Source: an optimization exercise on an open RTL-to-GDS flow (aim: small area). Production flows keep margins and buffers that such runs may drop. The RTL was checked by simulation tests, not by an equivalence proof against the original design. No activity file was given, so power comes from the tool's default toggle rates.

== garnet ==
==> flow/design.v <==
`timescale 1ns / 1ps
module calc(
	input wire clk,
	input wire rst,
	input wire start_in, pause_in,
	input wire record_in, recall_mode_in,
	input wire display_mode,
	input wire[3:0] reg_address,
	output wire[3:0] anode,
	output wire[7:0] segment,
	output wire started_LED,
	output wire paused_LED,
	output wire write_LED,
	output wire mode_LED);
	reg[3:0] count;
	reg done;	 
	always @(posedge clk) begin
		if (rst) count <= 4'd0;
		else count <= count + 4'd1;
		done <= ~rst & (done | (count == 4'd15));
	end
	wire first = ~done & (count == 4'd0);	 
	wire tick4 = (count[1:0] == 2'd1);
	reg[2:0] j6;
	always @(posedge clk)
		if (rst) j6 <= 3'b000;
		else j6 <= {j6[1:0], ~j6[2]};
	wire tick6 = j6[1] & ~j6[2];
	wire[3:0] btn = {recall_mode_in, record_in, pause_in, start_in};
	reg[3:0] pb;
	reg[2:0] dc0, dc1, dc2, dc3;
	wire[11:0] dc = {dc3, dc2, dc1, dc0};
	reg[11:0] dc_n;
	reg[3:0] pb_n;
	integer b;
	always @* begin
		dc_n = dc;
		pb_n = pb;
		for (b = 0; b < 4; b = b + 1)
			if (tick4) begin
				if (btn[b] == pb[b])
					dc_n[3*b +: 3] = 3'd0;
				else if (dc[3*b +: 3] == 3'd7) begin
					dc_n[3*b +: 3] = 3'd0;
					pb_n[b] = btn[b];
				end
				else
					dc_n[3*b +: 3] = dc[3*b +: 3] + 3'd1;
			end
	end
	always @(posedge clk)
		if (rst) begin
			pb <= 4'd0;
			{dc3, dc2, dc1, dc0} <= 12'd0;
		end
		else begin
			pb <= pb_n;
			{dc3, dc2, dc1, dc0} <= dc_n;
		end
	wire start_stop = pb[0], pause_resume = pb[1];
	wire record_recall = pb[2], recall_mode = pb[3];
	reg start_d, pause_d, record_d;
	reg started, paused;
	reg[3:0] rec_pos, dis_pos;
	wire start_rise  = start_stop & ~start_d;
	wire pause_rise  = pause_resume & ~pause_d;
	wire record_rise = record_recall & ~record_d;
	wire record_fall = ~record_recall & record_d;
	always @(posedge clk) begin
		start_d <= start_stop;
		pause_d <= pause_resume;
		if (rst) begin
			record_d <= 1'b0;
			started <= 1'b0;
			paused <= 1'b0;
			rec_pos <= 4'd0;
			dis_pos <= 4'd0;
		end
		else begin
			record_d <= record_recall;
			if (start_rise) started <= ~started;
			if (pause_rise) paused <= ~paused;
			if (record_fall) begin
				if (started) begin
					rec_pos <= rec_pos + 4'd1;
					dis_pos <= dis_pos + 4'd1;
				end
				else if (dis_pos == rec_pos)
					dis_pos <= 4'd0;
				else
					dis_pos <= dis_pos + 4'd1;
			end
		end
	end
	reg[6:0] hs;	 
	reg[5:0] sc;	 
	reg[6:0] mn;	 
	wire inc = started & ~paused & tick6;
	always @(posedge clk)
		if (~started) begin
			hs <= 7'd0;
			sc <= 6'd0;
			mn <= 7'd0;
		end
		else if (inc) begin
			if (hs == 7'd99) begin
				hs <= 7'd0;
				if (sc == 6'd59) begin
					sc <= 6'd0;
					if (mn == 7'd99) mn <= 7'd0;
					else mn <= mn + 7'd1;
				end
				else sc <= sc + 6'd1;
			end
			else hs <= hs + 7'd1;
		end
	wire[19:0] timer = {mn, sc, hs};
	wire we = started & record_rise;
	reg pend;
	reg[3:0] pa;
	reg[19:0] pdata;
	reg[319:0] ring;
	wire ins = pend & (pa == ~count);
	always @(posedge clk) begin
		if (rst) pend <= 1'b0;
		else if (we) pend <= 1'b1;
		else if (ins) pend <= 1'b0;
		if (we) begin
			pa <= rec_pos;
			pdata <= timer;
		end
	end
	wire[19:0] ring_in = ins ? pdata : (done ? ring[319:300] : 20'd0);
	always @(posedge clk)
		ring <= {ring[299:0], ring_in};
	wire[3:0] raddr = recall_mode ? reg_address : dis_pos;
	wire[4:0] rsum = {1'b0, raddr} + {1'b0, count};
	wire cleared = done | rsum[4];
	wire bypass = pend & (pa == raddr);
	wire[15:0] rsel = (cleared & ~bypass) ? (16'd1 << rsum[3:0]) : 16'd0;
	reg[19:0] rd;
	integer k;
	always @* begin
		rd = bypass ? pdata : 20'd0;
		for (k = 0; k < 16; k = k + 1)
			rd = rd | (ring[20*k +: 20] & {20{rsel[k]}});
	end
	reg[19:0] reg_out;
	always @(posedge clk)
		if (rst) reg_out <= 20'd0;
		else if (~started) reg_out <= rd;
	wire[19:0] result = started ? timer : reg_out;
	wire reg_exceed = recall_mode & (reg_address > rec_pos);
	wire[1:0] dj = count[3:2];
	reg[6:0] pair;
	always @*
		case ({display_mode, dj[1]})
			2'b00: pair = {1'b0, result[12:7]};	 
			2'b01: pair = result[19:13];		 
			2'b10: pair = result[6:0];		 
			default: pair = {1'b0, result[12:7]};	 
		endcase
	wire[3:0] tens = pair / 7'd10;
	wire[3:0] ones = pair % 7'd10;
	reg[3:0] errd;
	always @*
		case (dj)
			2'd0: errd = 4'hD;
			2'd1: errd = 4'hF;
			2'd2: errd = 4'hF;
			default: errd = 4'hE;
		endcase
	wire[3:0] code_n = reg_exceed ? errd : (dj[0] ? tens : ones);
	reg[3:0] code, code2;
	always @(posedge clk) begin
		if (rst) code <= 4'd0;
		else code <= code_n;
		code2 <= code;
	end
	reg[7:0] seg7;
	always @*
		case (code2)
			4'b0000: seg7 = 8'b11000000;
			4'b0001: seg7 = 8'b11111001;
			4'b0010: seg7 = 8'b10100100;
			4'b0011: seg7 = 8'b10110000;
			4'b0100: seg7 = 8'b10011001;
			4'b0101: seg7 = 8'b10010010;
			4'b0110: seg7 = 8'b10000010;
			4'b0111: seg7 = 8'b11111000;
			4'b1000: seg7 = 8'b10000000;
			4'b1001: seg7 = 8'b10010000;
			4'b1010: seg7 = 8'b10001000;
			4'b1011: seg7 = 8'b10000011;
			4'b1100: seg7 = 8'b11000110;
			4'b1101: seg7 = 8'b01111111;
			4'b1110: seg7 = 8'b10000110;
			default: seg7 = 8'b10001101;
		endcase
	assign segment = first ? 8'hFF : seg7;
	wire[3:0] cprev = count - 4'd1;
	assign anode = first ? 4'b1111 : ~(4'b0001 << cprev[3:2]);
	assign started_LED = started;
	assign paused_LED = paused;
	assign write_LED = (started & record_recall) | start_stop;
	assign mode_LED = recall_mode;
endmodule
Settings: LEC_CHECK=0, CAP_MARGIN=0, CORE_MARGIN=2, CORE_UTILIZATION=70, CTS_BUF_LIST=sky130_fd_sc_hd__clkbuf_8, CTS_CLUSTER_DIAMETER=100, CTS_CLUSTER_SIZE=15, GPL_TIMING_DRIVEN=0, SLEW_MARGIN=0; clock period 10.0 ns.
standard.sh (not shown) runs the stock make flow with config.mk's settings and CLKGATE_MAP_FILE= SYNTH_SCRIPT=/design/flow/synth_recipe.tcl, a recipe that flattens the netlist after the stock synthesis.
==> flow/flow/run.sh <==
#!/bin/bash
# Standard ORFS layout, except that synthesis maps the logic with an
# area-oriented ABC script (flow/area.abc) and without the adder cell
# mapping. Registers, flattening and renaming are as in the standard flow's synthesis.
set -euo pipefail
HERE=$(pwd)
export MY_ABC_SCRIPT=$HERE/flow/area.abc
# smallest buffers on the ports; clock tree without dummy loads
export BUFFER_PORTS_ARGS="-buffer_cell sky130_fd_sc_hd__buf_1"
export CTS_ARGS='-sink_clustering_enable -repair_clock_nets -sink_clustering_size 15 -sink_clustering_max_diameter 100 -buf_list {sky130_fd_sc_hd__clkbuf_4 sky130_fd_sc_hd__clkbuf_8} -dont_use_dummy_load'
{ echo "source $HERE/flow/abc_hook.tcl"; cat synth_recipe.tcl; } > my_synth.tcl
bash standard.sh SYNTH_SCRIPT=$HERE/my_synth.tcl ADDER_MAP_FILE= finish > standard.log 2>&1
==> flow/flow/abc_hook.tcl <==
# Make every abc call use the script named by MY_ABC_SCRIPT.
proc abc {args} {
  set i [lsearch $args -script]
  if {$i >= 0} { lset args [expr {$i + 1}] $::env(MY_ABC_SCRIPT) }
  yosys abc {*}$args
}
==> flow/flow/area.abc <==
strash
 &get -n
 &dch -f
 &nf -R 1000 -p -F 16 -A 8 -C 32
 &put
No stage failed in garnet, and the final checks on the layout all came back clean.
Changes in juniper relative to garnet:
Settings: removing GPL_TIMING_DRIVEN (formerly 0).
diff --git a/flow/flow/run.sh b/flow/flow/run.sh
--- a/flow/flow/run.sh
+++ b/flow/flow/run.sh
@@ -9,3 +9,3 @@
 export BUFFER_PORTS_ARGS="-buffer_cell sky130_fd_sc_hd__buf_1"
-export CTS_ARGS='-sink_clustering_enable -repair_clock_nets -sink_clustering_size 15 -sink_clustering_max_diameter 100 -buf_list {sky130_fd_sc_hd__clkbuf_4 sky130_fd_sc_hd__clkbuf_8} -dont_use_dummy_load'
+export CTS_ARGS="-sink_clustering_enable -repair_clock_nets -sink_clustering_size 15 -sink_clustering_max_diameter 100 -buf_list sky130_fd_sc_hd__clkbuf_8 -dont_use_dummy_load"
 { echo "source $HERE/flow/abc_hook.tcl"; cat synth_recipe.tcl; } > my_synth.tcl
[summary]
- juniper: flow completed, timing, DRC and antenna clean
- juniper vs. garnet: total power per unit cell area went up by 1.8%, net switching power figure went up by about 1.1%.
- Comparing the two runs side by side, juniper comes out ahead of garnet on worst setup slack.
- juniper vs. garnet: wire length increased by 680 um relative to the old numbers, worst-case hold slack fell by 0.0089 ns, total power shows no meaningful change.
- From garnet to juniper, synthesized-area fraction occupied by xor and xnor cells did not move at all.
- Of garnet and juniper, the lower routability-driven placement congestion ratio belongs to garnet.
- juniper vs garnet: critical path depth down by a few percent

what the ideal ports hide:
The results above use ideal ports. As a check the final layouts listed here were re-extracted and re-timed, cells and wires unchanged. Step 1, drivers: a clkbuf_16 drives clk and a buf_2 each remaining input, both assumed. Step 2 adds t to the input delays and takes it off the output delays; t is the mean of the earliest and latest rising clock arrival at the registers after step 1. Input paths then give back, and output paths get back, about the clock's delay inside the block. a / b / c = ideal ports / drivers / drivers and shift; a / b = the first two.
| run | t, ns | setup slack, ns | hold WS [ns] | worst setup path at the end |
|---|---|---|---|---|
| garnet | 0.571 | 2.825 / 2.844 / 2.274 | 0.340 / 0.340 / 0.340 | input to register |
| juniper | 0.573 | 3.750 / 3.767 / 3.194 | 0.331 / 0.331 / 0.331 | input to register |
After both steps setup and hold are still met in every run listed. For juniper, which loses most, drivers alone change the setup slack by +0.017 ns; drivers and shift together by -0.556 ns.
